Context: an optimization exercise on an open-source flow, tuned for small area and a short achievable clock period. The choices shown serve that exercise and are no tape-out recipe. RTL that was checked went through simulation tests only; none was proved equivalent to the original.

## top_diannao_node_vMAX
module top_diannao_node_vMAX (
        clk,
        i_inputs,
        i_synapses,
        i_op,
        i_nbout,
        i_load,
        o_to_edram
    );
Size in the first run: roughly 16000 cells after synthesis, roughly 1300 flip-flops, roughly 550 I/O pins, about 130000 um2 of cells after synthesis.
clock: 12.0 ns
lec_check: 0
abc_area: 1
cap_margin: 10
core_margin: 2
core_utilization: 40
setup_slack_margin: 5
slew_margin: 10
synth_hierarchical: 1
standard.sh (not shown) runs the stock make flow with config.mk's settings and CLKGATE_MAP_FILE= SYNTH_SCRIPT=/design/flow/synth_recipe.tcl, a recipe that flattens the netlist after the stock synthesis.
==> flow/flow/run.sh <==
#!/bin/bash
# Standard ORFS layout (the standard.sh, standard synthesis unchanged), with
# extra settings for timing repair, clock tree and port buffers.
set -euo pipefail
bash standard.sh SETUP_SLACK_MARGIN=8.2 "CTS_ARGS=-sink_clustering_enable -repair_clock_nets -sink_clustering_size 30 -sink_clustering_max_diameter 80 -dont_use_dummy_load" "BUFFER_PORTS_ARGS=-buffer_cell sky130_fd_sc_hd__buf_1" finish > standard.log 2>&1
Next try:
--- a/flow/design.v
+++ b/flow/design.v
@@ -81,27 +81,29 @@
             x2 = s1 ^ c1;
             csa4 = {(s1[14:0] & c1[14:0]) | (d[14:0] & x2[14:0]), 1'b0, x2 ^ d};
         end
     endfunction
     reg  [239:0] mag_a;
     reg  [239:0] mag_b;
     reg  [15:0]  sgn1;
-    reg  [239:0] cs0, cs1;
+    reg  [239:0] cs0;
+    reg  [223:0] cs1;         
     reg  [15:0]  csc;
     reg  [15:0]  sgn2;
     reg  [63:0]  gsum0, gmax;
     reg  [59:0]  gsum1;       
     reg  [15:0]  rsum0, rmax;
     reg  [15:1]  rsum1;
     reg  [15:0]  out_reg;     
     reg  [15:0]  out_copy;    
     assign o_to_edram = out_copy;
-    wire [239:0] h0_all, h1_all;
+    wire [239:0] h0_all;
     wire [15:0]  ci_all;
     wire [255:0] prod;
+    wire [223:0] h1_lo;
     genvar j, k;
     generate
         for (j = 0; j < 16; j = j + 1) begin : lane
             always @(posedge clk) begin
                 mag_a[15*j +: 15] <= i_inputs[16*j +: 15];
                 mag_b[15*j +: 15] <= i_synapses[16*j +: 15];
                 sgn1[j]           <= i_inputs[16*j+15] ^ i_synapses[16*j+15];
@@ -691,20 +693,20 @@
             wire g54 = lg[5] | (lp[5] & lg[4]), p54 = lp[5] & lp[4];
             wire g76 = lg[7] | (lp[7] & lg[6]), p76 = lp[7] & lp[6];
             wire g98 = lg[9] | (lp[9] & lg[8]), p98 = lp[9] & lp[8];
             wire g30 = g32 | (p32 & g10);
             wire g74 = g76 | (p76 & g54), p74 = p76 & p54;
             wire g70 = g74 | (p74 & g30);
             assign ci = g98 | (p98 & g70);
-            assign h0 = {s336, s334, s332, s330, s328, s326, s324, s322, s320, s318, s316, s314, s312, s310, s308};
-            assign h1 = {c335, c333, c331, c329, c327, c325, c323, c321, c319, c317, c315, c313, c311, c309, c307};
+            assign h0 = {s336 ^ c335, s334, s332, s330, s328, s326, s324, s322, s320, s318, s316, s314, s312, s310, s308};
+            assign h1 = {1'b0, c333, c331, c329, c327, c325, c323, c321, c319, c317, c315, c313, c311, c309, c307};
             assign h0_all[15*j +: 15] = h0;
-            assign h1_all[15*j +: 15] = h1;
+            assign h1_lo[14*j +: 14] = h1[13:0];
             assign ci_all[j] = ci;
-            wire [15:0] psum = {cs0[15*j +: 15], 1'b1} + {cs1[15*j +: 15], csc[j]};
+            wire [15:0] psum = {cs0[15*j +: 15], 1'b1} + {1'b0, cs1[14*j +: 14], csc[j]};
             assign prod[16*j +: 16] = {sgn2[j], psum[15:1]};
         end
     endgenerate
     wire [63:0] gsum0_d, gsum1_d, gmax_d;
     generate
         for (k = 0; k < 4; k = k + 1) begin : grp
             wire [15:0] p0 = prod[64*k +: 16];
@@ -731,15 +733,15 @@
     wire        take = gt16(rmax, out_reg);
     wire [15:0] fin_max = take ? rmax : out_reg;
     wire [15:0] fin     = i_op[0] ? fin_max : fin_sum;
     wire [15:0] fin_max_c = ({16{take}} & rmax) | ({16{~take}} & out_reg);
     wire [15:0] fin_c     = i_op[0] ? fin_max_c : fin_sum;
     always @(posedge clk) begin
         cs0     <= h0_all;
-        cs1     <= h1_all;
+        cs1     <= h1_lo;
         csc     <= ci_all;
         sgn2    <= sgn1;
         gsum0   <= gsum0_d;
         gsum1   <= {gsum1_d[63:49], gsum1_d[47:33], gsum1_d[31:17], gsum1_d[15:1]};
         gmax    <= gmax_d;
         rsum0   <= i_op[0] ? ms[15:0]  : ss[15:0];
         rsum1   <= i_op[0] ? ms[31:17] : ss[31:17];
Result: The changed run finished with timing, DRC and antenna clean; design area came out lower by 0.31%; setup slack gets worse by 0.021 ns; non-clock buffer count climbs by 14; fmax falls by 0.57%.
No functional check of the RTL was part of the second run of this note.

static timing again, ports no longer ideal:
The flow's constraints put no driver on any port. The routed layouts listed below were extracted and timed again, unchanged, in two steps.
Step 1: set_driving_cell puts a clkbuf_16 on clk and a buf_2 on each other input, an assumption about the parent block.
Step 2, shift: input delay + t, output delay - t, t = (earliest + latest rising clock arrival at the registers) / 2. This alone moves slack from input paths to output paths.
a / b / c = no drivers / after step 1 / after step 2; a / b = the first two.
| run | t (ns) | slack for setup (ns) | clock arrival spread, ns |
|---|---|---|---|
| the first run | 0.971 | 8.228 / 8.121 / 7.499 | 0.116 / 0.116 |
| the second run | 0.950 | 8.207 / 8.107 / 7.405 | 0.142 / 0.142 |
After both steps every run listed still meets setup and hold. The setup slack of the second run, which loses most, moves by -0.100 ns with the drivers and by -0.802 ns with both steps.
